This design comes from an exercise in tuning for small area, a short achievable clock period and few clock cycles on the open sky130 flow, not from production work.
No run shown here included a check of the RTL's function; only the layout flow was run.

`design/flow/constraint.sdc`:
```
create_clock -name core_clock -period 11.0 [get_ports {clk}]
set_input_delay 2.2000 -clock core_clock [delete_from_list [all_inputs] [get_ports {clk}]]
set_output_delay 2.2000 -clock core_clock [all_outputs]
set_load 0.01 [all_outputs]
```
`design/flow/run.sh`:
```
#!/bin/bash
# synth_recipe.tcl (not shown) runs the flow's synth.tcl, then flattens the netlist and writes it again
# the make line also repeats each setting of config.mk as NAME=value (left out here)
make -C /OpenROAD-flow-scripts/flow DESIGN_CONFIG=/design/flow/config.mk WORK_HOME=/design/flow/orfs CLKGATE_MAP_FILE= SYNTH_SCRIPT=/design/flow/synth_recipe.tcl finish
```
`design/flow/design.v`:
```
module cross_calculator(x0, y0, x1, y1, pos);
input  [10:0] x0;
input  [10:0] y0;
input  [10:0] x1;
input  [10:0] y1;
output        pos;
wire pp1 = x0[0] & y1[0];
wire pp2 = x0[0] & y1[1];
wire pp3 = x0[0] & y1[2];
wire pp4 = x0[0] & y1[3];
wire pp5 = x0[0] & y1[4];
wire pp6 = x0[0] & y1[5];
wire pp7 = x0[0] & y1[6];
wire pp8 = x0[0] & y1[7];
wire pp9 = x0[0] & y1[8];
wire pp10 = x0[0] & y1[9];
wire pp11 = ~(x0[0] & y1[10]);
wire pp12 = x0[1] & y1[0];
wire pp13 = x0[1] & y1[1];
wire pp14 = x0[1] & y1[2];
wire pp15 = x0[1] & y1[3];
wire pp16 = x0[1] & y1[4];
wire pp17 = x0[1] & y1[5];
wire pp18 = x0[1] & y1[6];
wire pp19 = x0[1] & y1[7];
wire pp20 = x0[1] & y1[8];
wire pp21 = x0[1] & y1[9];
wire pp22 = ~(x0[1] & y1[10]);
wire pp23 = x0[2] & y1[0];
wire pp24 = x0[2] & y1[1];
wire pp25 = x0[2] & y1[2];
wire pp26 = x0[2] & y1[3];
wire pp27 = x0[2] & y1[4];
wire pp28 = x0[2] & y1[5];
wire pp29 = x0[2] & y1[6];
wire pp30 = x0[2] & y1[7];
wire pp31 = x0[2] & y1[8];
wire pp32 = x0[2] & y1[9];
wire pp33 = ~(x0[2] & y1[10]);
wire pp34 = x0[3] & y1[0];
wire pp35 = x0[3] & y1[1];
wire pp36 = x0[3] & y1[2];
wire pp37 = x0[3] & y1[3];
wire pp38 = x0[3] & y1[4];
wire pp39 = x0[3] & y1[5];
wire pp40 = x0[3] & y1[6];
wire pp41 = x0[3] & y1[7];
wire pp42 = x0[3] & y1[8];
wire pp43 = x0[3] & y1[9];
wire pp44 = ~(x0[3] & y1[10]);
wire pp45 = x0[4] & y1[0];
wire pp46 = x0[4] & y1[1];
wire pp47 = x0[4] & y1[2];
wire pp48 = x0[4] & y1[3];
wire pp49 = x0[4] & y1[4];
wire pp50 = x0[4] & y1[5];
wire pp51 = x0[4] & y1[6];
wire pp52 = x0[4] & y1[7];
wire pp53 = x0[4] & y1[8];
wire pp54 = x0[4] & y1[9];
wire pp55 = ~(x0[4] & y1[10]);
wire pp56 = x0[5] & y1[0];
wire pp57 = x0[5] & y1[1];
wire pp58 = x0[5] & y1[2];
wire pp59 = x0[5] & y1[3];
wire pp60 = x0[5] & y1[4];
wire pp61 = x0[5] & y1[5];
wire pp62 = x0[5] & y1[6];
wire pp63 = x0[5] & y1[7];
wire pp64 = x0[5] & y1[8];
wire pp65 = x0[5] & y1[9];
wire pp66 = ~(x0[5] & y1[10]);
wire pp67 = x0[6] & y1[0];
wire pp68 = x0[6] & y1[1];
wire pp69 = x0[6] & y1[2];
wire pp70 = x0[6] & y1[3];
wire pp71 = x0[6] & y1[4];
wire pp72 = x0[6] & y1[5];
wire pp73 = x0[6] & y1[6];
wire pp74 = x0[6] & y1[7];
wire pp75 = x0[6] & y1[8];
wire pp76 = x0[6] & y1[9];
wire pp77 = ~(x0[6] & y1[10]);
wire pp78 = x0[7] & y1[0];
wire pp79 = x0[7] & y1[1];
wire pp80 = x0[7] & y1[2];
wire pp81 = x0[7] & y1[3];
wire pp82 = x0[7] & y1[4];
wire pp83 = x0[7] & y1[5];
wire pp84 = x0[7] & y1[6];
wire pp85 = x0[7] & y1[7];
wire pp86 = x0[7] & y1[8];
wire pp87 = x0[7] & y1[9];
wire pp88 = ~(x0[7] & y1[10]);
wire pp89 = x0[8] & y1[0];
wire pp90 = x0[8] & y1[1];
wire pp91 = x0[8] & y1[2];
wire pp92 = x0[8] & y1[3];
wire pp93 = x0[8] & y1[4];
wire pp94 = x0[8] & y1[5];
wire pp95 = x0[8] & y1[6];
wire pp96 = x0[8] & y1[7];
wire pp97 = x0[8] & y1[8];
wire pp98 = x0[8] & y1[9];
wire pp99 = ~(x0[8] & y1[10]);
wire pp100 = x0[9] & y1[0];
wire pp101 = x0[9] & y1[1];
wire pp102 = x0[9] & y1[2];
wire pp103 = x0[9] & y1[3];
wire pp104 = x0[9] & y1[4];
wire pp105 = x0[9] & y1[5];
wire pp106 = x0[9] & y1[6];
wire pp107 = x0[9] & y1[7];
wire pp108 = x0[9] & y1[8];
wire pp109 = x0[9] & y1[9];
wire pp110 = ~(x0[9] & y1[10]);
wire pp111 = ~(x0[10] & y1[0]);
wire pp112 = ~(x0[10] & y1[1]);
wire pp113 = ~(x0[10] & y1[2]);
wire pp114 = ~(x0[10] & y1[3]);
wire pp115 = ~(x0[10] & y1[4]);
wire pp116 = ~(x0[10] & y1[5]);
wire pp117 = ~(x0[10] & y1[6]);
wire pp118 = ~(x0[10] & y1[7]);
wire pp119 = ~(x0[10] & y1[8]);
wire pp120 = ~(x0[10] & y1[9]);
wire pp121 = x0[10] & y1[10];
wire pp122 = ~(y0[0] & x1[0]);
wire pp123 = ~(y0[0] & x1[1]);
wire pp124 = ~(y0[0] & x1[2]);
wire pp125 = ~(y0[0] & x1[3]);
wire pp126 = ~(y0[0] & x1[4]);
wire pp127 = ~(y0[0] & x1[5]);
wire pp128 = ~(y0[0] & x1[6]);
wire pp129 = ~(y0[0] & x1[7]);
wire pp130 = ~(y0[0] & x1[8]);
wire pp131 = ~(y0[0] & x1[9]);
wire pp132 = y0[0] & x1[10];
wire pp133 = ~(y0[1] & x1[0]);
wire pp134 = ~(y0[1] & x1[1]);
wire pp135 = ~(y0[1] & x1[2]);
wire pp136 = ~(y0[1] & x1[3]);
wire pp137 = ~(y0[1] & x1[4]);
wire pp138 = ~(y0[1] & x1[5]);
wire pp139 = ~(y0[1] & x1[6]);
wire pp140 = ~(y0[1] & x1[7]);
wire pp141 = ~(y0[1] & x1[8]);
wire pp142 = ~(y0[1] & x1[9]);
wire pp143 = y0[1] & x1[10];
wire pp144 = ~(y0[2] & x1[0]);
wire pp145 = ~(y0[2] & x1[1]);
wire pp146 = ~(y0[2] & x1[2]);
wire pp147 = ~(y0[2] & x1[3]);
wire pp148 = ~(y0[2] & x1[4]);
wire pp149 = ~(y0[2] & x1[5]);
wire pp150 = ~(y0[2] & x1[6]);
wire pp151 = ~(y0[2] & x1[7]);
wire pp152 = ~(y0[2] & x1[8]);
wire pp153 = ~(y0[2] & x1[9]);
wire pp154 = y0[2] & x1[10];
wire pp155 = ~(y0[3] & x1[0]);
wire pp156 = ~(y0[3] & x1[1]);
wire pp157 = ~(y0[3] & x1[2]);
wire pp158 = ~(y0[3] & x1[3]);
wire pp159 = ~(y0[3] & x1[4]);
wire pp160 = ~(y0[3] & x1[5]);
wire pp161 = ~(y0[3] & x1[6]);
wire pp162 = ~(y0[3] & x1[7]);
wire pp163 = ~(y0[3] & x1[8]);
wire pp164 = ~(y0[3] & x1[9]);
wire pp165 = y0[3] & x1[10];
wire pp166 = ~(y0[4] & x1[0]);
wire pp167 = ~(y0[4] & x1[1]);
wire pp168 = ~(y0[4] & x1[2]);
wire pp169 = ~(y0[4] & x1[3]);
wire pp170 = ~(y0[4] & x1[4]);
wire pp171 = ~(y0[4] & x1[5]);
wire pp172 = ~(y0[4] & x1[6]);
wire pp173 = ~(y0[4] & x1[7]);
wire pp174 = ~(y0[4] & x1[8]);
wire pp175 = ~(y0[4] & x1[9]);
wire pp176 = y0[4] & x1[10];
wire pp177 = ~(y0[5] & x1[0]);
wire pp178 = ~(y0[5] & x1[1]);
wire pp179 = ~(y0[5] & x1[2]);
wire pp180 = ~(y0[5] & x1[3]);
wire pp181 = ~(y0[5] & x1[4]);
wire pp182 = ~(y0[5] & x1[5]);
wire pp183 = ~(y0[5] & x1[6]);
wire pp184 = ~(y0[5] & x1[7]);
wire pp185 = ~(y0[5] & x1[8]);
wire pp186 = ~(y0[5] & x1[9]);
wire pp187 = y0[5] & x1[10];
wire pp188 = ~(y0[6] & x1[0]);
wire pp189 = ~(y0[6] & x1[1]);
wire pp190 = ~(y0[6] & x1[2]);
wire pp191 = ~(y0[6] & x1[3]);
wire pp192 = ~(y0[6] & x1[4]);
wire pp193 = ~(y0[6] & x1[5]);
wire pp194 = ~(y0[6] & x1[6]);
wire pp195 = ~(y0[6] & x1[7]);
wire pp196 = ~(y0[6] & x1[8]);
wire pp197 = ~(y0[6] & x1[9]);
wire pp198 = y0[6] & x1[10];
wire pp199 = ~(y0[7] & x1[0]);
wire pp200 = ~(y0[7] & x1[1]);
wire pp201 = ~(y0[7] & x1[2]);
wire pp202 = ~(y0[7] & x1[3]);
wire pp203 = ~(y0[7] & x1[4]);
wire pp204 = ~(y0[7] & x1[5]);
wire pp205 = ~(y0[7] & x1[6]);
wire pp206 = ~(y0[7] & x1[7]);
wire pp207 = ~(y0[7] & x1[8]);
wire pp208 = ~(y0[7] & x1[9]);
wire pp209 = y0[7] & x1[10];
wire pp210 = ~(y0[8] & x1[0]);
wire pp211 = ~(y0[8] & x1[1]);
wire pp212 = ~(y0[8] & x1[2]);
wire pp213 = ~(y0[8] & x1[3]);
wire pp214 = ~(y0[8] & x1[4]);
wire pp215 = ~(y0[8] & x1[5]);
wire pp216 = ~(y0[8] & x1[6]);
wire pp217 = ~(y0[8] & x1[7]);
wire pp218 = ~(y0[8] & x1[8]);
wire pp219 = ~(y0[8] & x1[9]);
wire pp220 = y0[8] & x1[10];
wire pp221 = ~(y0[9] & x1[0]);
wire pp222 = ~(y0[9] & x1[1]);
wire pp223 = ~(y0[9] & x1[2]);
wire pp224 = ~(y0[9] & x1[3]);
wire pp225 = ~(y0[9] & x1[4]);
wire pp226 = ~(y0[9] & x1[5]);
wire pp227 = ~(y0[9] & x1[6]);
wire pp228 = ~(y0[9] & x1[7]);
wire pp229 = ~(y0[9] & x1[8]);
wire pp230 = ~(y0[9] & x1[9]);
wire pp231 = y0[9] & x1[10];
wire pp232 = y0[10] & x1[0];
wire pp233 = y0[10] & x1[1];
wire pp234 = y0[10] & x1[2];
wire pp235 = y0[10] & x1[3];
wire pp236 = y0[10] & x1[4];
wire pp237 = y0[10] & x1[5];
wire pp238 = y0[10] & x1[6];
wire pp239 = y0[10] & x1[7];
wire pp240 = y0[10] & x1[8];
wire pp241 = y0[10] & x1[9];
wire pp242 = ~(y0[10] & x1[10]);
wire s243, c244;
assign s243 = pp10 ^ pp20 ^ pp30;
assign c244 = (pp10 & pp20) | (pp10 & pp30) | (pp20 & pp30);
wire s245, c246;
assign s245 = pp11 ^ pp21 ^ pp31;
assign c246 = (pp11 & pp21) | (pp11 & pp31) | (pp21 & pp31);
wire s247, c248;
assign s247 = pp41 ^ pp51 ^ pp61;
assign c248 = (pp41 & pp51) | (pp41 & pp61) | (pp51 & pp61);
wire s249, c250;
assign s249 = pp71 ^ pp81;
assign c250 = pp71 & pp81;
wire s251, c252;
assign s251 = pp22 ^ pp32 ^ pp42;
assign c252 = (pp22 & pp32) | (pp22 & pp42) | (pp32 & pp42);
wire s253, c254;
assign s253 = pp52 ^ pp62 ^ pp72;
assign c254 = (pp52 & pp62) | (pp52 & pp72) | (pp62 & pp72);
wire s255, c256;
assign s255 = pp82 ^ pp92;
assign c256 = pp82 & pp92;
wire s257, c258;
assign s257 = pp33 ^ pp43 ^ pp53;
assign c258 = (pp33 & pp43) | (pp33 & pp53) | (pp43 & pp53);
wire s259, c260;
assign s259 = pp7 ^ pp17 ^ pp27;
assign c260 = (pp7 & pp17) | (pp7 & pp27) | (pp17 & pp27);
wire s261, c262;
assign s261 = pp8 ^ pp18 ^ pp28;
assign c262 = (pp8 & pp18) | (pp8 & pp28) | (pp18 & pp28);
wire s263, c264;
assign s263 = pp38 ^ pp48 ^ pp58;
assign c264 = (pp38 & pp48) | (pp38 & pp58) | (pp48 & pp58);
wire s265, c266;
assign s265 = pp68 ^ pp78;
assign c266 = pp68 & pp78;
wire s267, c268;
assign s267 = pp9 ^ pp19 ^ pp29;
assign c268 = (pp9 & pp19) | (pp9 & pp29) | (pp19 & pp29);
wire s269, c270;
assign s269 = pp39 ^ pp49 ^ pp59;
assign c270 = (pp39 & pp49) | (pp39 & pp59) | (pp49 & pp59);
wire s271, c272;
assign s271 = pp69 ^ pp79 ^ pp89;
assign c272 = (pp69 & pp79) | (pp69 & pp89) | (pp79 & pp89);
wire s273, c274;
assign s273 = pp130 ^ pp140 ^ pp150;
assign c274 = (pp130 & pp140) | (pp130 & pp150) | (pp140 & pp150);
wire s275, c276;
assign s275 = pp160 ^ pp170;
assign c276 = pp160 & pp170;
wire s277, c278;
assign s277 = pp40 ^ pp50 ^ pp60;
assign c278 = (pp40 & pp50) | (pp40 & pp60) | (pp50 & pp60);
wire s279, c280;
assign s279 = pp70 ^ pp80 ^ pp90;
assign c280 = (pp70 & pp80) | (pp70 & pp90) | (pp80 & pp90);
wire s281, c282;
assign s281 = pp100 ^ pp131 ^ pp141;
assign c282 = (pp100 & pp131) | (pp100 & pp141) | (pp131 & pp141);
wire s283, c284;
assign s283 = pp151 ^ pp161 ^ pp171;
assign c284 = (pp151 & pp161) | (pp151 & pp171) | (pp161 & pp171);
wire s285, c286;
assign s285 = pp181 ^ pp191 ^ pp201;
assign c286 = (pp181 & pp191) | (pp181 & pp201) | (pp191 & pp201);
wire s287, c288;
assign s287 = pp211 ^ pp221;
assign c288 = pp211 & pp221;
wire s289, c290;
assign s289 = pp91 ^ pp101 ^ pp111;
assign c290 = (pp91 & pp101) | (pp91 & pp111) | (pp101 & pp111);
wire s291, c292;
assign s291 = pp132 ^ pp142 ^ pp152;
assign c292 = (pp132 & pp142) | (pp132 & pp152) | (pp142 & pp152);
wire s293, c294;
assign s293 = pp162 ^ pp172 ^ pp182;
assign c294 = (pp162 & pp172) | (pp162 & pp182) | (pp172 & pp182);
wire s295, c296;
assign s295 = pp192 ^ pp202 ^ pp212;
assign c296 = (pp192 & pp202) | (pp192 & pp212) | (pp202 & pp212);
wire s297, c298;
assign s297 = pp222 ^ pp232 ^ c244;
assign c298 = (pp222 & pp232) | (pp222 & c244) | (pp232 & c244);
wire s299, c300;
assign s299 = s245 ^ s247 ^ s249;
assign c300 = (s245 & s247) | (s245 & s249) | (s247 & s249);
wire s301, c302;
assign s301 = pp102 ^ pp112 ^ pp143;
assign c302 = (pp102 & pp112) | (pp102 & pp143) | (pp112 & pp143);
wire s303, c304;
assign s303 = pp153 ^ pp163 ^ pp173;
assign c304 = (pp153 & pp163) | (pp153 & pp173) | (pp163 & pp173);
wire s305, c306;
assign s305 = pp183 ^ pp193 ^ pp203;
assign c306 = (pp183 & pp193) | (pp183 & pp203) | (pp193 & pp203);
wire s307, c308;
assign s307 = pp213 ^ pp223 ^ pp233;
assign c308 = (pp213 & pp223) | (pp213 & pp233) | (pp223 & pp233);
wire s309, c310;
assign s309 = c246 ^ c248 ^ c250;
assign c310 = (c246 & c248) | (c246 & c250) | (c248 & c250);
wire s311, c312;
assign s311 = s251 ^ s253 ^ s255;
assign c312 = (s251 & s253) | (s251 & s255) | (s253 & s255);
wire s313, c314;
assign s313 = pp63 ^ pp73 ^ pp83;
assign c314 = (pp63 & pp73) | (pp63 & pp83) | (pp73 & pp83);
wire s315, c316;
assign s315 = pp93 ^ pp103 ^ pp113;
assign c316 = (pp93 & pp103) | (pp93 & pp113) | (pp103 & pp113);
wire s317, c318;
assign s317 = pp154 ^ pp164 ^ pp174;
assign c318 = (pp154 & pp164) | (pp154 & pp174) | (pp164 & pp174);
wire s319, c320;
assign s319 = pp184 ^ pp194 ^ pp204;
assign c320 = (pp184 & pp194) | (pp184 & pp204) | (pp194 & pp204);
wire s321, c322;
assign s321 = pp214 ^ pp224 ^ pp234;
assign c322 = (pp214 & pp224) | (pp214 & pp234) | (pp224 & pp234);
wire s323, c324;
assign s323 = c252 ^ c254 ^ c256;
assign c324 = (c252 & c254) | (c252 & c256) | (c254 & c256);
wire s325, c326;
assign s325 = pp44 ^ pp54 ^ pp64;
assign c326 = (pp44 & pp54) | (pp44 & pp64) | (pp54 & pp64);
wire s327, c328;
assign s327 = pp74 ^ pp84 ^ pp94;
assign c328 = (pp74 & pp84) | (pp74 & pp94) | (pp84 & pp94);
wire s329, c330;
assign s329 = pp104 ^ pp114 ^ pp165;
assign c330 = (pp104 & pp114) | (pp104 & pp165) | (pp114 & pp165);
wire s331, c332;
assign s331 = pp175 ^ pp185 ^ pp195;
assign c332 = (pp175 & pp185) | (pp175 & pp195) | (pp185 & pp195);
wire s333, c334;
assign s333 = pp205 ^ pp215 ^ pp225;
assign c334 = (pp205 & pp215) | (pp205 & pp225) | (pp215 & pp225);
wire s335, c336;
assign s335 = pp55 ^ pp65 ^ pp75;
assign c336 = (pp55 & pp65) | (pp55 & pp75) | (pp65 & pp75);
wire s337, c338;
assign s337 = pp85 ^ pp95 ^ pp105;
assign c338 = (pp85 & pp95) | (pp85 & pp105) | (pp95 & pp105);
wire s339, c340;
assign s339 = pp115 ^ pp176 ^ pp186;
assign c340 = (pp115 & pp176) | (pp115 & pp186) | (pp176 & pp186);
wire s341, c342;
assign s341 = pp66 ^ pp76 ^ pp86;
assign c342 = (pp66 & pp76) | (pp66 & pp86) | (pp76 & pp86);
wire s343, c344;
assign s343 = pp5 ^ pp15 ^ pp25;
assign c344 = (pp5 & pp15) | (pp5 & pp25) | (pp15 & pp25);
wire s345, c346;
assign s345 = pp6 ^ pp16 ^ pp26;
assign c346 = (pp6 & pp16) | (pp6 & pp26) | (pp16 & pp26);
wire s347, c348;
assign s347 = pp36 ^ pp46 ^ pp56;
assign c348 = (pp36 & pp46) | (pp36 & pp56) | (pp46 & pp56);
wire s349, c350;
assign s349 = pp127 ^ pp137;
assign c350 = pp127 & pp137;
wire s351, c352;
assign s351 = pp37 ^ pp47 ^ pp57;
assign c352 = (pp37 & pp47) | (pp37 & pp57) | (pp47 & pp57);
wire s353, c354;
assign s353 = pp67 ^ pp128 ^ pp138;
assign c354 = (pp67 & pp128) | (pp67 & pp138) | (pp128 & pp138);
wire s355, c356;
assign s355 = pp148 ^ pp158 ^ pp168;
assign c356 = (pp148 & pp158) | (pp148 & pp168) | (pp158 & pp168);
wire s357, c358;
assign s357 = pp178 ^ pp188;
assign c358 = pp178 & pp188;
wire s359, c360;
assign s359 = pp129 ^ pp139 ^ pp149;
assign c360 = (pp129 & pp139) | (pp129 & pp149) | (pp139 & pp149);
wire s361, c362;
assign s361 = pp159 ^ pp169 ^ pp179;
assign c362 = (pp159 & pp169) | (pp159 & pp179) | (pp169 & pp179);
wire s363, c364;
assign s363 = pp189 ^ pp199 ^ c260;
assign c364 = (pp189 & pp199) | (pp189 & c260) | (pp199 & c260);
wire s365, c366;
assign s365 = s261 ^ s263 ^ s265;
assign c366 = (s261 & s263) | (s261 & s265) | (s263 & s265);
wire s367, c368;
assign s367 = pp180 ^ pp190 ^ pp200;
assign c368 = (pp180 & pp190) | (pp180 & pp200) | (pp190 & pp200);
wire s369, c370;
assign s369 = pp210 ^ c262 ^ c264;
assign c370 = (pp210 & c262) | (pp210 & c264) | (c262 & c264);
wire s371, c372;
assign s371 = c266 ^ s267 ^ s269;
assign c372 = (c266 & s267) | (c266 & s269) | (s267 & s269);
wire s373, c374;
assign s373 = s271 ^ s273 ^ s275;
assign c374 = (s271 & s273) | (s271 & s275) | (s273 & s275);
wire s375, c376;
assign s375 = s243 ^ c268 ^ c270;
assign c376 = (s243 & c268) | (s243 & c270) | (c268 & c270);
wire s377, c378;
assign s377 = c272 ^ c274 ^ c276;
assign c378 = (c272 & c274) | (c272 & c276) | (c274 & c276);
wire s379, c380;
assign s379 = s277 ^ s279 ^ s281;
assign c380 = (s277 & s279) | (s277 & s281) | (s279 & s281);
wire s381, c382;
assign s381 = s283 ^ s285 ^ s287;
assign c382 = (s283 & s285) | (s283 & s287) | (s285 & s287);
wire s383, c384;
assign s383 = c278 ^ c280 ^ c282;
assign c384 = (c278 & c280) | (c278 & c282) | (c280 & c282);
wire s385, c386;
assign s385 = c284 ^ c286 ^ c288;
assign c386 = (c284 & c286) | (c284 & c288) | (c286 & c288);
wire s387, c388;
assign s387 = s289 ^ s291 ^ s293;
assign c388 = (s289 & s291) | (s289 & s293) | (s291 & s293);
wire s389, c390;
assign s389 = s295 ^ s297 ^ s299;
assign c390 = (s295 & s297) | (s295 & s299) | (s297 & s299);
wire s391, c392;
assign s391 = c290 ^ c292 ^ c294;
assign c392 = (c290 & c292) | (c290 & c294) | (c292 & c294);
wire s393, c394;
assign s393 = c296 ^ c298 ^ c300;
assign c394 = (c296 & c298) | (c296 & c300) | (c298 & c300);
wire s395, c396;
assign s395 = s301 ^ s303 ^ s305;
assign c396 = (s301 & s303) | (s301 & s305) | (s303 & s305);
wire s397, c398;
assign s397 = s307 ^ s309 ^ s311;
assign c398 = (s307 & s309) | (s307 & s311) | (s309 & s311);
wire s399, c400;
assign s399 = s257 ^ c302 ^ c304;
assign c400 = (s257 & c302) | (s257 & c304) | (c302 & c304);
wire s401, c402;
assign s401 = c306 ^ c308 ^ c310;
assign c402 = (c306 & c308) | (c306 & c310) | (c308 & c310);
wire s403, c404;
assign s403 = c312 ^ s313 ^ s315;
assign c404 = (c312 & s313) | (c312 & s315) | (s313 & s315);
wire s405, c406;
assign s405 = s317 ^ s319 ^ s321;
assign c406 = (s317 & s319) | (s317 & s321) | (s319 & s321);
wire s407, c408;
assign s407 = pp235 ^ c258 ^ c314;
assign c408 = (pp235 & c258) | (pp235 & c314) | (c258 & c314);
wire s409, c410;
assign s409 = c316 ^ c318 ^ c320;
assign c410 = (c316 & c318) | (c316 & c320) | (c318 & c320);
wire s411, c412;
assign s411 = c322 ^ c324 ^ s325;
assign c412 = (c322 & c324) | (c322 & s325) | (c324 & s325);
wire s413, c414;
assign s413 = s327 ^ s329 ^ s331;
assign c414 = (s327 & s329) | (s327 & s331) | (s329 & s331);
wire s415, c416;
assign s415 = pp196 ^ pp206 ^ pp216;
assign c416 = (pp196 & pp206) | (pp196 & pp216) | (pp206 & pp216);
wire s417, c418;
assign s417 = pp226 ^ pp236 ^ c326;
assign c418 = (pp226 & pp236) | (pp226 & c326) | (pp236 & c326);
wire s419, c420;
assign s419 = c328 ^ c330 ^ c332;
assign c420 = (c328 & c330) | (c328 & c332) | (c330 & c332);
wire s421, c422;
assign s421 = c334 ^ s335 ^ s337;
assign c422 = (c334 & s335) | (c334 & s337) | (s335 & s337);
wire s423, c424;
assign s423 = pp96 ^ pp106 ^ pp116;
assign c424 = (pp96 & pp106) | (pp96 & pp116) | (pp106 & pp116);
wire s425, c426;
assign s425 = pp187 ^ pp197 ^ pp207;
assign c426 = (pp187 & pp197) | (pp187 & pp207) | (pp197 & pp207);
wire s427, c428;
assign s427 = pp217 ^ pp227 ^ pp237;
assign c428 = (pp217 & pp227) | (pp217 & pp237) | (pp227 & pp237);
wire s429, c430;
assign s429 = c336 ^ c338 ^ c340;
assign c430 = (c336 & c338) | (c336 & c340) | (c338 & c340);
wire s431, c432;
assign s431 = pp77 ^ pp87 ^ pp97;
assign c432 = (pp77 & pp87) | (pp77 & pp97) | (pp87 & pp97);
wire s433, c434;
assign s433 = pp107 ^ pp117 ^ pp198;
assign c434 = (pp107 & pp117) | (pp107 & pp198) | (pp117 & pp198);
wire s435, c436;
assign s435 = pp208 ^ pp218 ^ pp228;
assign c436 = (pp208 & pp218) | (pp208 & pp228) | (pp218 & pp228);
wire s437, c438;
assign s437 = pp88 ^ pp98 ^ pp108;
assign c438 = (pp88 & pp98) | (pp88 & pp108) | (pp98 & pp108);
wire s439, c440;
assign s439 = pp3 ^ pp13;
assign c440 = pp3 & pp13;
wire s441, c442;
assign s441 = pp4 ^ pp14 ^ pp24;
assign c442 = (pp4 & pp14) | (pp4 & pp24) | (pp14 & pp24);
wire s443, c444;
assign s443 = pp34 ^ pp125 ^ pp135;
assign c444 = (pp34 & pp125) | (pp34 & pp135) | (pp125 & pp135);
wire s445, c446;
assign s445 = pp35 ^ pp45 ^ pp126;
assign c446 = (pp35 & pp45) | (pp35 & pp126) | (pp45 & pp126);
wire s447, c448;
assign s447 = pp136 ^ pp146 ^ pp156;
assign c448 = (pp136 & pp146) | (pp136 & pp156) | (pp146 & pp156);
wire s449, c450;
assign s449 = pp166 ^ s343;
assign c450 = pp166 & s343;
wire s451, c452;
assign s451 = pp147 ^ pp157 ^ pp167;
assign c452 = (pp147 & pp157) | (pp147 & pp167) | (pp157 & pp167);
wire s453, c454;
assign s453 = pp177 ^ c344 ^ s345;
assign c454 = (pp177 & c344) | (pp177 & s345) | (c344 & s345);
wire s455 = ~(s347 ^ s349);
wire c456 = s347 | s349;
wire s457, c458;
assign s457 = s259 ^ c346 ^ c348;
assign c458 = (s259 & c346) | (s259 & c348) | (c346 & c348);
wire s459, c460;
assign s459 = c350 ^ s351 ^ s353;
assign c460 = (c350 & s351) | (c350 & s353) | (s351 & s353);
wire s461 = ~(s355 ^ s357);
wire c462 = s355 | s357;
wire s463, c464;
assign s463 = c352 ^ c354 ^ c356;
assign c464 = (c352 & c354) | (c352 & c356) | (c354 & c356);
wire s465, c466;
assign s465 = c358 ^ s359 ^ s361;
assign c466 = (c358 & s359) | (c358 & s361) | (s359 & s361);
wire s467 = ~(s363 ^ s365);
wire c468 = s363 | s365;
wire s469, c470;
assign s469 = c360 ^ c362 ^ c364;
assign c470 = (c360 & c362) | (c360 & c364) | (c362 & c364);
wire s471, c472;
assign s471 = c366 ^ s367 ^ s369;
assign c472 = (c366 & s367) | (c366 & s369) | (s367 & s369);
wire s473 = ~(s371 ^ s373);
wire c474 = s371 | s373;
wire s475, c476;
assign s475 = c368 ^ c370 ^ c372;
assign c476 = (c368 & c370) | (c368 & c372) | (c370 & c372);
wire s477, c478;
assign s477 = c374 ^ s375 ^ s377;
assign c478 = (c374 & s375) | (c374 & s377) | (s375 & s377);
wire s479 = ~(s379 ^ s381);
wire c480 = s379 | s381;
wire s481, c482;
assign s481 = c376 ^ c378 ^ c380;
assign c482 = (c376 & c378) | (c376 & c380) | (c378 & c380);
wire s483, c484;
assign s483 = c382 ^ s383 ^ s385;
assign c484 = (c382 & s383) | (c382 & s385) | (s383 & s385);
wire s485 = ~(s387 ^ s389);
wire c486 = s387 | s389;
wire s487, c488;
assign s487 = c384 ^ c386 ^ c388;
assign c488 = (c384 & c386) | (c384 & c388) | (c386 & c388);
wire s489, c490;
assign s489 = c390 ^ s391 ^ s393;
assign c490 = (c390 & s391) | (c390 & s393) | (s391 & s393);
wire s491 = ~(s395 ^ s397);
wire c492 = s395 | s397;
wire s493, c494;
assign s493 = s323 ^ c392 ^ c394;
assign c494 = (s323 & c392) | (s323 & c394) | (c392 & c394);
wire s495, c496;
assign s495 = c396 ^ c398 ^ s399;
assign c496 = (c396 & c398) | (c396 & s399) | (c398 & s399);
wire s497, c498;
assign s497 = s401 ^ s403 ^ s405;
assign c498 = (s401 & s403) | (s401 & s405) | (s403 & s405);
wire s499, c500;
assign s499 = s333 ^ c400 ^ c402;
assign c500 = (s333 & c400) | (s333 & c402) | (c400 & c402);
wire s501, c502;
assign s501 = c404 ^ c406 ^ s407;
assign c502 = (c404 & c406) | (c404 & s407) | (c406 & s407);
wire s503, c504;
assign s503 = s409 ^ s411 ^ s413;
assign c504 = (s409 & s411) | (s409 & s413) | (s411 & s413);
wire s505, c506;
assign s505 = s339 ^ c408 ^ c410;
assign c506 = (s339 & c408) | (s339 & c410) | (c408 & c410);
wire s507, c508;
assign s507 = c412 ^ c414 ^ s415;
assign c508 = (c412 & c414) | (c412 & s415) | (c414 & s415);
wire s509, c510;
assign s509 = s417 ^ s419 ^ s421;
assign c510 = (s417 & s419) | (s417 & s421) | (s419 & s421);
wire s511, c512;
assign s511 = s341 ^ c416 ^ c418;
assign c512 = (s341 & c416) | (s341 & c418) | (c416 & c418);
wire s513, c514;
assign s513 = c420 ^ c422 ^ s423;
assign c514 = (c420 & c422) | (c420 & s423) | (c422 & s423);
wire s515, c516;
assign s515 = s425 ^ s427 ^ s429;
assign c516 = (s425 & s427) | (s425 & s429) | (s427 & s429);
wire s517, c518;
assign s517 = pp238 ^ c342 ^ c424;
assign c518 = (pp238 & c342) | (pp238 & c424) | (c342 & c424);
wire s519, c520;
assign s519 = c426 ^ c428 ^ c430;
assign c520 = (c426 & c428) | (c426 & c430) | (c428 & c430);
wire s521, c522;
assign s521 = s431 ^ s433 ^ s435;
assign c522 = (s431 & s433) | (s431 & s435) | (s433 & s435);
wire s523, c524;
assign s523 = pp118 ^ pp209 ^ pp219;
assign c524 = (pp118 & pp209) | (pp118 & pp219) | (pp209 & pp219);
wire s525, c526;
assign s525 = pp229 ^ pp239 ^ c432;
assign c526 = (pp229 & pp239) | (pp229 & c432) | (pp239 & c432);
wire s527, c528;
assign s527 = c434 ^ c436 ^ s437;
assign c528 = (c434 & c436) | (c434 & s437) | (c436 & s437);
wire s529, c530;
assign s529 = pp99 ^ pp109 ^ pp119;
assign c530 = (pp99 & pp109) | (pp99 & pp119) | (pp109 & pp119);
wire s531, c532;
assign s531 = pp220 ^ pp230 ^ pp240;
assign c532 = (pp220 & pp230) | (pp220 & pp240) | (pp230 & pp240);
wire s533, c534;
assign s533 = pp2 ^ pp12;
assign c534 = pp2 & pp12;
wire s535, c536;
assign s535 = pp23 ^ pp124 ^ pp134;
assign c536 = (pp23 & pp124) | (pp23 & pp134) | (pp124 & pp134);
wire s537, c538;
assign s537 = pp144 ^ s439;
assign c538 = pp144 & s439;
wire s539, c540;
assign s539 = pp145 ^ pp155 ^ c440;
assign c540 = (pp145 & pp155) | (pp145 & c440) | (pp155 & c440);
wire s541 = ~(s441 ^ s443);
wire c542 = s441 | s443;
wire s543, c544;
assign s543 = c442 ^ c444 ^ s445;
assign c544 = (c442 & c444) | (c442 & s445) | (c444 & s445);
wire s545 = ~(s447 ^ s449);
wire c546 = s447 | s449;
wire s547, c548;
assign s547 = c446 ^ c448 ^ c450;
assign c548 = (c446 & c448) | (c446 & c450) | (c448 & c450);
wire s549, c550;
assign s549 = s451 ^ s453 ^ s455;
assign c550 = (s451 & s453) | (s451 & s455) | (s453 & s455);
wire s551, c552;
assign s551 = c452 ^ c454 ^ c456;
assign c552 = (c452 & c454) | (c452 & c456) | (c454 & c456);
wire s553, c554;
assign s553 = s457 ^ s459 ^ s461;
assign c554 = (s457 & s459) | (s457 & s461) | (s459 & s461);
wire s555, c556;
assign s555 = c458 ^ c460 ^ c462;
assign c556 = (c458 & c460) | (c458 & c462) | (c460 & c462);
wire s557, c558;
assign s557 = s463 ^ s465 ^ s467;
assign c558 = (s463 & s465) | (s463 & s467) | (s465 & s467);
wire s559, c560;
assign s559 = c464 ^ c466 ^ c468;
assign c560 = (c464 & c466) | (c464 & c468) | (c466 & c468);
wire s561, c562;
assign s561 = s469 ^ s471 ^ s473;
assign c562 = (s469 & s471) | (s469 & s473) | (s471 & s473);
wire s563, c564;
assign s563 = c470 ^ c472 ^ c474;
assign c564 = (c470 & c472) | (c470 & c474) | (c472 & c474);
wire s565, c566;
assign s565 = s475 ^ s477 ^ s479;
assign c566 = (s475 & s477) | (s475 & s479) | (s477 & s479);
wire s567, c568;
assign s567 = c476 ^ c478 ^ c480;
assign c568 = (c476 & c478) | (c476 & c480) | (c478 & c480);
wire s569, c570;
assign s569 = s481 ^ s483 ^ s485;
assign c570 = (s481 & s483) | (s481 & s485) | (s483 & s485);
wire s571, c572;
assign s571 = c482 ^ c484 ^ c486;
assign c572 = (c482 & c484) | (c482 & c486) | (c484 & c486);
wire s573, c574;
assign s573 = s487 ^ s489 ^ s491;
assign c574 = (s487 & s489) | (s487 & s491) | (s489 & s491);
wire s575, c576;
assign s575 = c488 ^ c490 ^ c492;
assign c576 = (c488 & c490) | (c488 & c492) | (c490 & c492);
wire s577, c578;
assign s577 = s493 ^ s495 ^ s497;
assign c578 = (s493 & s495) | (s493 & s497) | (s495 & s497);
wire s579, c580;
assign s579 = c494 ^ c496 ^ c498;
assign c580 = (c494 & c496) | (c494 & c498) | (c496 & c498);
wire s581, c582;
assign s581 = s499 ^ s501 ^ s503;
assign c582 = (s499 & s501) | (s499 & s503) | (s501 & s503);
wire s583, c584;
assign s583 = c500 ^ c502 ^ c504;
assign c584 = (c500 & c502) | (c500 & c504) | (c502 & c504);
wire s585, c586;
assign s585 = s505 ^ s507 ^ s509;
assign c586 = (s505 & s507) | (s505 & s509) | (s507 & s509);
wire s587, c588;
assign s587 = c506 ^ c508 ^ c510;
assign c588 = (c506 & c508) | (c506 & c510) | (c508 & c510);
wire s589, c590;
assign s589 = s511 ^ s513 ^ s515;
assign c590 = (s511 & s513) | (s511 & s515) | (s513 & s515);
wire s591, c592;
assign s591 = c512 ^ c514 ^ c516;
assign c592 = (c512 & c514) | (c512 & c516) | (c514 & c516);
wire s593, c594;
assign s593 = s517 ^ s519 ^ s521;
assign c594 = (s517 & s519) | (s517 & s521) | (s519 & s521);
wire s595, c596;
assign s595 = c518 ^ c520 ^ c522;
assign c596 = (c518 & c520) | (c518 & c522) | (c520 & c522);
wire s597, c598;
assign s597 = s523 ^ s525 ^ s527;
assign c598 = (s523 & s525) | (s523 & s527) | (s525 & s527);
wire s599, c600;
assign s599 = c438 ^ c524 ^ c526;
assign c600 = (c438 & c524) | (c438 & c526) | (c524 & c526);
wire s601, c602;
assign s601 = c528 ^ s529 ^ s531;
assign c602 = (c528 & s529) | (c528 & s531) | (s529 & s531);
wire s603, c604;
assign s603 = pp110 ^ pp120 ^ pp231;
assign c604 = (pp110 & pp120) | (pp110 & pp231) | (pp120 & pp231);
wire s605, c606;
assign s605 = pp241 ^ c530 ^ c532;
assign c606 = (pp241 & c530) | (pp241 & c532) | (c530 & c532);
wire s607, c608;
assign s607 = pp123 ^ pp133;
assign c608 = pp123 & pp133;
wire s609, c610;
assign s609 = c534 ^ s535 ^ s537;
assign c610 = (c534 & s535) | (c534 & s537) | (s535 & s537);
wire s611, c612;
assign s611 = c536 ^ c538 ^ s539;
assign c612 = (c536 & c538) | (c536 & s539) | (c538 & s539);
wire s613, c614;
assign s613 = c540 ^ c542 ^ s543;
assign c614 = (c540 & c542) | (c540 & s543) | (c542 & s543);
wire s615, c616;
assign s615 = c544 ^ c546 ^ s547;
assign c616 = (c544 & c546) | (c544 & s547) | (c546 & s547);
wire s617, c618;
assign s617 = c548 ^ c550 ^ s551;
assign c618 = (c548 & c550) | (c548 & s551) | (c550 & s551);
wire s619, c620;
assign s619 = c552 ^ c554 ^ s555;
assign c620 = (c552 & c554) | (c552 & s555) | (c554 & s555);
wire s621, c622;
assign s621 = c556 ^ c558 ^ s559;
assign c622 = (c556 & c558) | (c556 & s559) | (c558 & s559);
wire s623, c624;
assign s623 = c560 ^ c562 ^ s563;
assign c624 = (c560 & c562) | (c560 & s563) | (c562 & s563);
wire s625, c626;
assign s625 = c564 ^ c566 ^ s567;
assign c626 = (c564 & c566) | (c564 & s567) | (c566 & s567);
wire s627, c628;
assign s627 = c568 ^ c570 ^ s571;
assign c628 = (c568 & c570) | (c568 & s571) | (c570 & s571);
wire s629, c630;
assign s629 = c572 ^ c574 ^ s575;
assign c630 = (c572 & c574) | (c572 & s575) | (c574 & s575);
wire s631, c632;
assign s631 = c576 ^ c578 ^ s579;
assign c632 = (c576 & c578) | (c576 & s579) | (c578 & s579);
wire s633, c634;
assign s633 = c580 ^ c582 ^ s583;
assign c634 = (c580 & c582) | (c580 & s583) | (c582 & s583);
wire s635, c636;
assign s635 = c584 ^ c586 ^ s587;
assign c636 = (c584 & c586) | (c584 & s587) | (c586 & s587);
wire s637, c638;
assign s637 = c588 ^ c590 ^ s591;
assign c638 = (c588 & c590) | (c588 & s591) | (c590 & s591);
wire s639, c640;
assign s639 = c592 ^ c594 ^ s595;
assign c640 = (c592 & c594) | (c592 & s595) | (c594 & s595);
wire s641, c642;
assign s641 = c596 ^ c598 ^ s599;
assign c642 = (c596 & c598) | (c596 & s599) | (c598 & s599);
wire s643, c644;
assign s643 = c600 ^ c602 ^ s603;
assign c644 = (c600 & c602) | (c600 & s603) | (c602 & s603);
wire s645, c646;
assign s645 = pp121 ^ pp242 ^ c604;
assign c646 = (pp121 & pp242) | (pp121 & c604) | (pp242 & c604);
wire s647, c648;
assign s647 = pp1 ^ pp122;
assign c648 = pp1 & pp122;
wire s649 = ~(s533 ^ s607);
wire c650 = s533 | s607;
wire s651 = ~(c608 ^ s609);
wire c652 = c608 | s609;
wire s653, c654;
assign s653 = s541 ^ c610 ^ s611;
assign c654 = (s541 & c610) | (s541 & s611) | (c610 & s611);
wire s655, c656;
assign s655 = s545 ^ c612 ^ s613;
assign c656 = (s545 & c612) | (s545 & s613) | (c612 & s613);
wire s657, c658;
assign s657 = s549 ^ c614 ^ s615;
assign c658 = (s549 & c614) | (s549 & s615) | (c614 & s615);
wire s659, c660;
assign s659 = s553 ^ c616 ^ s617;
assign c660 = (s553 & c616) | (s553 & s617) | (c616 & s617);
wire s661, c662;
assign s661 = s557 ^ c618 ^ s619;
assign c662 = (s557 & c618) | (s557 & s619) | (c618 & s619);
wire s663, c664;
assign s663 = s561 ^ c620 ^ s621;
assign c664 = (s561 & c620) | (s561 & s621) | (c620 & s621);
wire s665, c666;
assign s665 = s565 ^ c622 ^ s623;
assign c666 = (s565 & c622) | (s565 & s623) | (c622 & s623);
wire s667, c668;
assign s667 = s569 ^ c624 ^ s625;
assign c668 = (s569 & c624) | (s569 & s625) | (c624 & s625);
wire s669, c670;
assign s669 = s573 ^ c626 ^ s627;
assign c670 = (s573 & c626) | (s573 & s627) | (c626 & s627);
wire s671, c672;
assign s671 = s577 ^ c628 ^ s629;
assign c672 = (s577 & c628) | (s577 & s629) | (c628 & s629);
wire s673, c674;
assign s673 = s581 ^ c630 ^ s631;
assign c674 = (s581 & c630) | (s581 & s631) | (c630 & s631);
wire s675, c676;
assign s675 = s585 ^ c632 ^ s633;
assign c676 = (s585 & c632) | (s585 & s633) | (c632 & s633);
wire s677, c678;
assign s677 = s589 ^ c634 ^ s635;
assign c678 = (s589 & c634) | (s589 & s635) | (c634 & s635);
wire s679, c680;
assign s679 = s593 ^ c636 ^ s637;
assign c680 = (s593 & c636) | (s593 & s637) | (c636 & s637);
wire s681, c682;
assign s681 = s597 ^ c638 ^ s639;
assign c682 = (s597 & c638) | (s597 & s639) | (c638 & s639);
wire s683, c684;
assign s683 = s601 ^ c640 ^ s641;
assign c684 = (s601 & c640) | (s601 & s641) | (c640 & s641);
wire s685, c686;
assign s685 = s605 ^ c642 ^ s643;
assign c686 = (s605 & c642) | (s605 & s643) | (c642 & s643);
wire s687, c688;
assign s687 = c606 ^ c644 ^ s645;
assign c688 = (c606 & c644) | (c606 & s645) | (c644 & s645);
wire [21:0] ra = {c646, c686, c684, c682, c680, c678, c676, c674, c672, c670, c668, c666, c664, c662, c660, c658, c656, c654, c652, c650, c648, s647};
wire [21:0] rb = {c688, s687, s685, s683, s681, s679, s677, s675, s673, s671, s669, s667, s665, s663, s661, s659, s657, s655, s653, s651, s649, 1'b1};
wire [21:0] sum = ra + rb;
assign pos = ~sum[21];
endmodule
module PSE ( clk,
			reset,
			Xin,
			Yin,
			point_num,
			valid,
			Xout,
			Yout);
input        clk;
input        reset;
input [9:0]  Xin;
input [9:0]  Yin;
input [2:0]  point_num;
output       valid;
output [9:0] Xout;
output [9:0] Yout;
reg  [3:0] cyc;
reg  [2:0] n;
reg  [9:0] p0x, p0y;
reg  [10:0] sx1, sy1, sx2, sy2, sx3, sy3, sx4, sy4, sx5, sy5;
reg  [3:0] xs;          
reg  [3:0] ys;          
reg  [4:0] osel;        
reg        vld;
reg        c12, c13, c23, b5first;
reg        mg;          
reg  [1:0] ia;          
reg        ib;          
reg        aLeft, bLeft;
wire c;   
wire [10:0] ax = ({11{xs[0]}} & sx1) | ({11{xs[1]}} & sx2) | ({11{xs[2]}} & sx3) | ({11{xs[3]}} & sx4);
wire [10:0] ay = ({11{xs[0]}} & sy1) | ({11{xs[1]}} & sy2) | ({11{xs[2]}} & sy3) | ({11{xs[3]}} & sy4);
wire [10:0] bx = ({11{ys[0]}} & sx2) | ({11{ys[1]}} & sx3) | ({11{ys[2]}} & sx4) | ({11{ys[3]}} & sx5);
wire [10:0] by = ({11{ys[0]}} & sy2) | ({11{ys[1]}} & sy3) | ({11{ys[2]}} & sy4) | ({11{ys[3]}} & sy5);
cross_calculator CC(.x0(ax), .y0(ay), .x1(bx), .y1(by), .pos(c));
wire big = n[2] & (n[1] | n[0]);           
wire [3:0] start = big ? {1'b0, n} + 4'd1 : {1'b0, n};    
wire [3:0] stop  = start + {1'b0, n} - 4'd1;              
wire pre  = (cyc == start - 4'd1);         
function [3:0] headA;    
	input [1:0] k;
	input x12, x13, x23;
	input [2:0] nn;
	reg [1:0] r1, r2, r3;
	begin
		if (nn == 3'd3) begin
			r1 = 2'd0; r2 = 2'd3; r3 = 2'd3;
		end else if (nn == 3'd4) begin
			r1 = {1'b0, x12}; r2 = {1'b0, ~x12}; r3 = 2'd3;
		end else begin
			r1 = {1'b0, x12} + {1'b0, x13};
			r2 = {1'b0, ~x12} + {1'b0, x23};
			r3 = {1'b0, ~x13} + {1'b0, ~x23};
		end
		headA = {1'b0, r3 == k, r2 == k, r1 == k};
	end
endfunction
function [3:0] headB;
	input       k;
	input       b5;
	input [2:0] nn;
	begin
		case (nn)
			3'd3: headB = 4'b0001;
			3'd4: headB = 4'b0010;
			3'd5: headB = 4'b0100;
			default: headB = (k ^ b5) ? 4'b1000 : 4'b0100;
		endcase
	end
endfunction
wire [4:0] xslot = {1'b0, xs};
wire [4:0] yslot = {ys, 1'b0};
reg [3:0] xs_n [0:1];
reg [3:0] ys_n [0:1];
reg [4:0] osel_n [0:1];
reg       vld_n [0:1];
reg       mg_n [0:1];
reg [1:0] ia_n [0:1];
reg       ib_n [0:1];
reg       aL_n [0:1];
reg       bL_n [0:1];
reg       c12_n [0:1], c13_n [0:1], c23_n [0:1], b5_n [0:1];
reg [1:0] sizeA;
reg       takeB;
integer v;
always @(*) begin
	sizeA = big ? 2'd3 : (n == 3'd4 ? 2'd2 : 2'd1);
	for (v = 0; v < 2; v = v + 1) begin
		c12_n[v] = (cyc == 4'd3) ? v[0] : c12;
		c13_n[v] = (cyc == 4'd4) ? v[0] : c13;
		c23_n[v] = (cyc == 4'd5) ? v[0] : c23;
		b5_n[v]  = (cyc == 4'd6) ? v[0] : b5first;
		xs_n[v] = 4'b0000;
		ys_n[v] = 4'b0000;
		osel_n[v] = 5'b00000;
		vld_n[v] = 1'b0;
		mg_n[v] = 1'b0;
		ia_n[v] = 2'd0;
		ib_n[v] = 1'b0;
		aL_n[v] = 1'b1;
		bL_n[v] = 1'b1;
		takeB = bLeft & (~aLeft | v[0]);
		if (mg) begin
			vld_n[v] = 1'b1;
			osel_n[v] = takeB ? yslot : xslot;
			ia_n[v] = takeB ? ia : ia + 2'd1;
			ib_n[v] = takeB ? 1'b1 : ib;
			aL_n[v] = takeB ? aLeft : (ia + 2'd1 < sizeA);
			bL_n[v] = takeB ? (n == 3'd6 && !ib) : bLeft;
			mg_n[v] = (cyc != stop - 4'd1);
			xs_n[v] = headA(ia_n[v], c12, c13, c23, n);
			ys_n[v] = headB(ib_n[v], b5first, n);
		end else if (pre) begin
			vld_n[v] = 1'b1;
			mg_n[v] = 1'b1;
			xs_n[v] = headA(2'd0, c12_n[v], c13_n[v], c23_n[v], n);
			ys_n[v] = headB(1'b0, b5_n[v], n);
		end else begin
			case (cyc)
				4'd2: begin xs_n[v] = 4'b0001; ys_n[v] = 4'b0001; end   
				4'd3: begin xs_n[v] = 4'b0001; ys_n[v] = 4'b0010; end   
				4'd4: begin xs_n[v] = 4'b0010; ys_n[v] = 4'b0010; end   
				4'd5: begin xs_n[v] = 4'b1000; ys_n[v] = 4'b1000; end   
				default: ;
			endcase
		end
	end
end
always @(posedge clk or posedge reset) begin
	if (reset) begin
		cyc <= 4'd0;
		vld <= 1'b0;
		mg  <= 1'b0;
	end else begin
		cyc <= (cyc == stop) ? 4'd0 : cyc + 4'd1;
		vld <= (cyc != 4'd0) & (c ? vld_n[1] : vld_n[0]);
		mg  <= (cyc != 4'd0) & (c ? mg_n[1] : mg_n[0]);
	end
end
always @(posedge clk) begin
	if (cyc == 4'd0) begin
		p0x <= Xin;
		p0y <= Yin;
		n   <= point_num;
	end
	if (cyc == 4'd1) begin sx1 <= {1'b0, Xin} - {1'b0, p0x}; sy1 <= {1'b0, Yin} - {1'b0, p0y}; end
	if (cyc == 4'd2) begin sx2 <= {1'b0, Xin} - {1'b0, p0x}; sy2 <= {1'b0, Yin} - {1'b0, p0y}; end
	if (cyc == 4'd3) begin sx3 <= {1'b0, Xin} - {1'b0, p0x}; sy3 <= {1'b0, Yin} - {1'b0, p0y}; end
	if (cyc == 4'd4) begin sx4 <= {1'b0, Xin} - {1'b0, p0x}; sy4 <= {1'b0, Yin} - {1'b0, p0y}; end
	if (cyc == 4'd5) begin sx5 <= {1'b0, Xin} - {1'b0, p0x}; sy5 <= {1'b0, Yin} - {1'b0, p0y}; end
	xs    <= c ? xs_n[1] : xs_n[0];
	ys    <= c ? ys_n[1] : ys_n[0];
	osel  <= c ? osel_n[1] : osel_n[0];
	ia    <= c ? ia_n[1] : ia_n[0];
	ib    <= c ? ib_n[1] : ib_n[0];
	aLeft <= c ? aL_n[1] : aL_n[0];
	bLeft <= c ? bL_n[1] : bL_n[0];
	c12 <= c12_n[c];
	c13 <= c13_n[c];
	c23 <= c23_n[c];
	b5first <= b5_n[c];
end
wire [9:0] ovx = ({10{osel[0]}} & sx1[9:0]) | ({10{osel[1]}} & sx2[9:0]) | ({10{osel[2]}} & sx3[9:0])
               | ({10{osel[3]}} & sx4[9:0]) | ({10{osel[4]}} & sx5[9:0]);
wire [9:0] ovy = ({10{osel[0]}} & sy1[9:0]) | ({10{osel[1]}} & sy2[9:0]) | ({10{osel[2]}} & sy3[9:0])
               | ({10{osel[3]}} & sy4[9:0]) | ({10{osel[4]}} & sy5[9:0]);
assign valid = vld;
assign Xout = ovx + p0x;
assign Yout = ovy + p0y;
endmodule
```
`design/flow/config.mk`:
```
export PLATFORM = sky130hd
export DESIGN_NAME = PSE
export DESIGN_NICKNAME = PSE
export VERILOG_FILES = /design/flow/design.v
export SDC_FILE = /design/flow/constraint.sdc
export NUM_CORES = 4
export LEC_CHECK = 0
export ABC_CLOCK_PERIOD_IN_PS = 5500
export CAP_MARGIN = 20
export CORE_MARGIN = 2
export CORE_UTILIZATION = 40
export SETUP_SLACK_MARGIN = 4.5
export SLEW_MARGIN = 20
```
==> metrics.cfg, run 1 <==
[status]
run_status=timing/DRC/antenna clean

[yosys]
yosys_warnings=14
ys_ff_latch=161
synthDominantAreaCellType=sky130_fd_sc_hd__edfxtp_1
synth-seq-area-share_pct=29.1
mappedNetlistArea_um2=16000
yosys.cell_types.count=60
synthesis.nets=1957
synth.top_cells.by_area=sky130_fd_sc_hd__edfxtp_1, sky130_fd_sc_hd__fa_1, sky130_fd_sc_hd__ha_1, sky130_fd_sc_hd__inv_1, sky130_fd_sc_hd__nand2_1
number_of_instances_in_the_synthesized_netlist=1621
async_flop_share_pct=3.73
avg_cell_area_syn_um2=9.85
synth_top_area_share_pct=26.1
most_instantiated_flip_flop_cell_in_the_synthesis_netlist=sky130_fd_sc_hd__edfxtp_1
post_synth_edffs=139

[routing]
top_layer_used=met4
wl_met3_um=2850
antenna_violating_nets_post_route=0
detail_route.iter0.violations=938
met2_wirelength_um=20400
drt-met1-wl_um=19000
drc=0
detail_route.wl_per_cell_um=19.3
drt-total-wl_um=43200
route.vias.total=11900
drt-pass1-iter-count=5
via_per_inst=5.31

[floorplanning]
ios=46
dieArea_um2=41500
core_area_um2=39500
dieWidth_um=204
vertical_die_dimension_um=204
initial_core_util_pct=40.4
row_count=73

[timing]
number_of_endpoints_with_negative_hold_slack_in_the_final_report=0
post-route-min-period_ns=6.46
fin_skew_ns=0.0103
setup_total_negative_slack_ns=0
tightestPinTransition_ns=1.18
timing.fmax_mhz=155
fin_crit_sh_pct=58.7
final-max-slew-violation-count=0
timing.slew.headroom_pct=21.0
setup_viol=0
rsz_0062_raised_after_global_routing=true

[clock_tree]
number_of_cts_inserted_buffers=17
cts.reportedPaths.clkPinSlew_ns=0.06
cts.path.max_buffers=2
worstSkewPairLatency_ns=0.44
cts_num_sinks=161
cts_tree=done
clockRootBuffer=sky130_fd_sc_hd__clkbuf_16
ctsHtreeMaxLevel=4

[final_layout]
layout.nets=2034
post-route-util_pct=46.9
antennaDiodeCount=0
post_route_cells_drive_above_1_share_pct=13.5
synthToLayoutAreaGrowth_pct=16.2

[worst_setup_path]
cpLargestDelayFamily=adder cells
critical-path-top-cell-by-count=sky130_fd_sc_hd__fa_1
worst-path-max-fanout=11
critPathSlowestCell=sky130_fd_sc_hd__fa_2
critical-path-max-stage-delay_ns=0.59
critPathArrivalTime_ns=6.77
r2r.worst_path.cells=24
worstPathCellList=clkbuf_16 > a22oi_1 > nand2_1 > and2_1 > fa_1 > fa_1 > fa_2 > inv_1 > fa_2 > fa_1 > inv_1 > fa_1 > inv_1 > ha_1 > and4_1 > nand3_2 > o21a_1 > nand2_2 > nor2_4 > xor2_4 > buf_12 > buf_6 > a311oi_2 > a22oi_2
cp_num_cells=24
worstPathRequired_ns=11.31
timing.critical_path.buf_inv=6
setup.worst_path.end_class=register
type_of_the_worst_setup_path=reg -> reg
cp-start-kind=register

[run]
max-cap-violations=0

[place]
place.port_buffers=45
dp.final_hpwl_um=33300
final_weighted_congestion_in_routability_driven_placement=0.944

[global_route]
globalRouteTotalUtil_pct=20.9
grt_max_degree=26
grt_pass1_wl_um=67000
antenna_found_initial=0
first_global_vias=12000
grt_overflow_total=0

[hold_path]
min_path_type=reg -> reg
hold_depth=2

## what timing repair did
action | in CTS | in global routing
gates resized for setup | 66 | 85
pin swaps | 9 | 44
hold buffers | 0 | 0
hold endpoints to repair | 0 | 0
setup buffers | 19 | 33
cloned | 0 | 2
endpoints found under the setup margin | 20 | 20
## state kept, by name, summed over array words and instances (netlist names), 4 cells and up, named ones only
signal / count
p0y: 10
sy1: 11
p0x: 10
sx3: 11
sy4: 11
xs: 4
sx5: 11
sx4: 11
sy5: 11
osel: 5
sx2: 11
sy3: 11
sx1: 11
sy2: 11
ys: 4
cyc: 4
## tightest hold or removal path: cells and delay by family, from the launching register on
family	cells	cell delay, ns
DFF	1	0.35
and+or+nand+nor	2	0.15
## placed cells by master, fill, tap and decap left out, drive strengths merged, types with 12 or more instances in the layout
master           n
o21ai           23
xnor2           35
inv            318
fa             204
clkdlybuf4s50   45
xor2            23
dfxtp           16
edfxtp         139
a22oi           95
a21o            15
a21oi           55
clkbuf          21
or2             12
buf             72
a222oi          20
and2            40
nor2           109
nand2b          16
nand2          213
nor3            12
ha             107
## cell usage after synthesis (3+ instances only)
cell type,count
sky130_fd_sc_hd__inv_1,311
sky130_fd_sc_hd__nand2_1,213
sky130_fd_sc_hd__fa_1,204
sky130_fd_sc_hd__edfxtp_1,139
sky130_fd_sc_hd__nor2_1,109
sky130_fd_sc_hd__ha_1,107
sky130_fd_sc_hd__a22oi_1,95
sky130_fd_sc_hd__clkbuf_1,56
sky130_fd_sc_hd__a21oi_1,55
sky130_fd_sc_hd__xnor2_1,35
sky130_fd_sc_hd__and2_1,34
sky130_fd_sc_hd__xor2_1,23
sky130_fd_sc_hd__a222oi_1,20
sky130_fd_sc_hd__o21ai_0,19
sky130_fd_sc_hd__dfxtp_1,16
sky130_fd_sc_hd__nand2b_1,16
sky130_fd_sc_hd__a21o_1,15
sky130_fd_sc_hd__nor3_1,12
sky130_fd_sc_hd__or2_2,11
sky130_fd_sc_hd__a221oi_1,9
sky130_fd_sc_hd__mux2i_1,9
sky130_fd_sc_hd__a22o_1,8
sky130_fd_sc_hd__nor2b_1,8
sky130_fd_sc_hd__nand3_1,7
sky130_fd_sc_hd__and2_0,6
sky130_fd_sc_hd__dfrtp_1,6
sky130_fd_sc_hd__o22ai_1,6
sky130_fd_sc_hd__a31oi_1,5
sky130_fd_sc_hd__mux2_2,5
sky130_fd_sc_hd__buf_2,4
sky130_fd_sc_hd__nor3b_1,4
sky130_fd_sc_hd__nor4_1,4
sky130_fd_sc_hd__o21ai_1,4
sky130_fd_sc_hd__a311oi_1,3
sky130_fd_sc_hd__and3_1,3
sky130_fd_sc_hd__nor4bb_1,3
sky130_fd_sc_hd__o21a_1,3
sky130_fd_sc_hd__o21bai_1,3
sky130_fd_sc_hd__o31ai_1,3
sky130_fd_sc_hd__or3_1,3
## metal layers
layer  up-vias  GRT usage [%]
li1       5461              -
met1      5898           29.2
met2       465           34.4
met3        53           2.18
met4         0           6.13
met5         -              0
## final timing paths
path,start,end,slack (ns)
max in group asynchronous,reset,mg,8.80
worst min register to register,ib,ib,0.54
worst max-delay path,ys[1],ys[2],4.54
worst min-delay path,ib,ib,0.54
worst max register to register,ys[1],ys[2],4.54
min in group asynchronous,reset,cyc[0],1.99
## through the flow
| stage | hold slack, ns | cell area [µm²] | setup slack, ns | cells |
|---|---|---|---|---|
| after floorplan | 0.487 | 16000 | 4.52 | 1621 |
| after CTS | 0.520 | 18000 | 4.51 | 2201 |
| after global placement | 0.504 | 17000 | 3.31 | 2150 |
| after detailed placement | 0.509 | 17000 | 3.01 | 2150 |
| final | 0.537 | 18600 | 4.54 | 2236 |
| after global routing | 0.578 | 18600 | 4.33 | 2236 |
## cell type report
| class | instances | area, µm² |
|---|---|---|
| Clock buffer | 18 | 429 |
| Inverter | 313 | 1170 |
| Sequential cell | 161 | 4660 |
| Timing Repair Buffer | 120 | 1140 |
| Clock inverter | 14 | 173 |
| Fill cell | 3640 | 21000 |
| Multi-Input combinational cell | 1085 | 10300 |
| Tap cell | 525 | 657 |
## cell families after synthesis
kind of cell | count (synthesis) | share of synthesized area (%)
flops | 161 | 29.1
buf+inv | 375 | 8.89
mux | 14 | 0.917
fa+ha+maj | 311 | 34.0
simple gates | 445 | 12.6
xor+xnor | 58 | 3.18
compound gates | 257 | 11.4
==> run 2, diff against run 1 <==
==> design/flow/config.mk (replaced) <==
export PLATFORM = sky130hd
export DESIGN_NAME = PSE
export DESIGN_NICKNAME = PSE
export VERILOG_FILES = /design/flow/design.v
export SDC_FILE = /design/flow/constraint.sdc
export NUM_CORES = 4
export LEC_CHECK = 0
export CAP_MARGIN = 20
export CORE_MARGIN = 2
export CORE_UTILIZATION = 40
export SLEW_MARGIN = 20
==> metrics.cfg, run 2 <==
[yosys]
synthDominantAreaCellType=sky130_fd_sc_hd__edfxtp_1
synth-seq-area-share_pct=29.1  ; unchanged
synth_compound_area_share_pct=11.4  ; unchanged
synthesis.nets=1957  ; unchanged
ys_ff_latch=161  ; unchanged
yosys.cell_types.count=60  ; unchanged
async_flop_share_pct=3.73  ; unchanged
synth_common_cells=sky130_fd_sc_hd__inv_1, sky130_fd_sc_hd__nand2_1, sky130_fd_sc_hd__fa_1, sky130_fd_sc_hd__edfxtp_1, sky130_fd_sc_hd__nor2_1
most_instantiated_flip_flop_cell_in_the_synthesis_netlist=sky130_fd_sc_hd__edfxtp_1
muxShareOfSynthArea_pct=0.917  ; unchanged
number_of_instances_in_the_synthesized_netlist=1621  ; unchanged
synth.top_cells.by_area=sky130_fd_sc_hd__edfxtp_1, sky130_fd_sc_hd__fa_1, sky130_fd_sc_hd__ha_1, sky130_fd_sc_hd__inv_1, sky130_fd_sc_hd__nand2_1
avg_cell_area_syn_um2=9.85  ; unchanged
synth_adder_area_share_pct=34.0  ; unchanged
mappedNetlistArea_um2=16000  ; unchanged
post_synth_edffs=139  ; unchanged

[run]
max-cap-violations=0  ; unchanged

[hold_path]
worstHoldEndpoint=ib
worst_hold_startpoint=ib
min_path_type=reg -> reg

[routing]
route.vias.total=11600  ; -2.4%
drt-total-wl_um=41400  ; -4.2%
drt-pass1-iter-count=5  ; unchanged
drc=0  ; unchanged

[floorplanning]
row_count=73  ; unchanged
dieWidth_um=204  ; unchanged
core_area_um2=39500  ; unchanged

[worst_setup_path]
cp-start-kind=register
type_of_the_worst_setup_path=reg -> reg
critical_path.reg2reg.endpoint=ys[2]
r2r_slack_ns=3.19  ; -1.35 ns
setup.worst_path.start=xs[0]
worstPathRequired_ns=11.36  ; +0.05 ns
critPathArrivalTime_ns=8.17  ; +1.40 ns

[timing]
timing.slew.headroom_pct=32.1  ; +11 points
timing.fmax_mhz=128  ; -17%
fin_skew_ns=0.00545  ; -0.00486 ns
fin_crit_sh_pct=71.0  ; +12 points
final-max-slew-violation-count=0  ; unchanged
setup_viol=0  ; unchanged
post-route-min-period_ns=7.81  ; +1.35 ns

[place]
dp.final_hpwl_um=33500  ; +0.56%
place.port_buffers=45  ; unchanged
final_weighted_congestion_in_routability_driven_placement=0.919  ; -2.6%

[clock_tree]
cts_repair_resize_count=0  ; -100%
cts_num_sinks=161  ; unchanged
number_of_cts_inserted_buffers=17  ; unchanged
cts_tree=done
clockRootBuffer=sky130_fd_sc_hd__clkbuf_16
worstSkewPairLatency_ns=0.44  ; about the same
cts.path.max_buffers=2  ; unchanged
cts.reportedPaths.clkPinSlew_ns=0.07  ; about the same
post-cts-setup-buffers=0  ; -19
cts-hold-fix-buffers=0  ; unchanged
ctsHtreeMaxLevel=4  ; unchanged

[global_route]
grt_overflow_total=0  ; unchanged
antenna_found_initial=1  ; +1
globalRouteTotalUtil_pct=20.7  ; -0.15 points

[final_layout]
layout.nets=1979  ; -2.7%
synthToLayoutAreaGrowth_pct=9.97

[status]
run_status=timing/DRC/antenna clean

-- run 2: changes by cell type in the layout (fill, tap and decap cells not counted), sizes merged --
cell and change:
buf -52, bufinv -2, clkbuf -3, clkinv +3, clkinvlp -2, diode +1
inv +1
-- run 2: critical path, cell delays in order, from the launching register on --
cell                      delay [ns]
sky130_fd_sc_hd__dfxtp_1        0.91
sky130_fd_sc_hd__a22oi_1        0.26
sky130_fd_sc_hd__and2_0         0.36
sky130_fd_sc_hd__nor2_1         0.20
sky130_fd_sc_hd__fa_1           0.43
sky130_fd_sc_hd__inv_1          0.09
sky130_fd_sc_hd__fa_1           0.44
sky130_fd_sc_hd__fa_1           0.43
sky130_fd_sc_hd__fa_1           0.52
sky130_fd_sc_hd__inv_1          0.05
sky130_fd_sc_hd__fa_1           0.41
sky130_fd_sc_hd__fa_1           0.51
sky130_fd_sc_hd__inv_1          0.05
sky130_fd_sc_hd__fa_1           0.48
sky130_fd_sc_hd__inv_1          0.05
sky130_fd_sc_hd__ha_1           0.28
sky130_fd_sc_hd__and4_1         0.18
sky130_fd_sc_hd__nand3_1        0.13
sky130_fd_sc_hd__o21a_1         0.17
sky130_fd_sc_hd__nand2_1        0.06
sky130_fd_sc_hd__nor2_1         0.26
sky130_fd_sc_hd__xor2_1         0.83
sky130_fd_sc_hd__mux2_2         0.42
sky130_fd_sc_hd__a22oi_1        0.19
-- run 2: logic make-up (layout without fill, tap and decap cells) --
family,after synthesis,after routing
DFF,161,161
adders and majority gates,311,311
buffers and inverters,375,410
other,0,1
and+or+nand+nor,445,445
muxes,14,14
xor gates and xnor gates,58,58
AOI/OAI and AO/OA,257,257
-- run 2: worst max-delay path by stage --
| stage | endpoint | slack, ns |
|---|---|---|
| after floorplan | ys[3] | 4.20 |
| after global placement | ys[2] | 3.36 |
| after detailed placement | ys[2] | 3.23 |
| after CTS | ys[2] | 3.23 |
| after global routing | ys[2] | 2.82 |
| final | ys[2] | 3.19 |
-- run 2: routing by layer --
metal  vias up  wire (µm)  track usage (%)
met5         -          0                0
met4         0        903             7.01
met3        46       3280             3.60
met2       485      18800             32.6
met1      5688      18400             29.1
li1       5369          -                -
-- run 2: layout make-up --
cell class	count	area, µm²
well taps	525	657
inverters	313	1170
diodes	1	2.50
repair buffers	65	601
fillers	3792	22000
multi-input cells	1085	9910
flip-flops and latches	161	4640
clock inverters	14	143
clock buffers	18	429
-- run 2: through the flow --
stage,std cells,hold slack (ns),area [µm²],worst slack [ns]
2_1_floorplan,1621,0.487,16000,4.20
4_1_cts,2181,0.523,17600,3.23
3_3_place_gp,2149,0.504,17000,3.36
6_report,2182,0.522,17600,3.19
5_1_grt,2181,0.554,17600,2.82
3_5_place_dp,2149,0.511,17000,3.23

separate check: timing with driven ports:
Ports are ideal in the flow. The routed layouts listed here were re-timed in OpenROAD.
Step 1 sets driving cells, clkbuf_16 on the clock port and buf_2 on the other inputs (assumed; they add their load-dependent delay and slew).
Step 2 times the ports against the registers' clock, not the clock port: input delays grow and output delays shrink by t, the midpoint of the rising clock arrivals with the driver on.
a / b / c = no drivers / after step 1 / after step 2; a / b = the first two.
run	t, ns	slack for setup (ns)	hold slack, ns	latest minus earliest clock arrival (ns)
run 1	0.477	4.544 / 4.544 / 4.544	0.537 / 0.537 / 0.537	0.011 / 0.011
run 2	0.485	3.192 / 3.192 / 3.192	0.522 / 0.522 / 0.522	0.006 / 0.006
After both steps setup and hold are still met in every run listed.
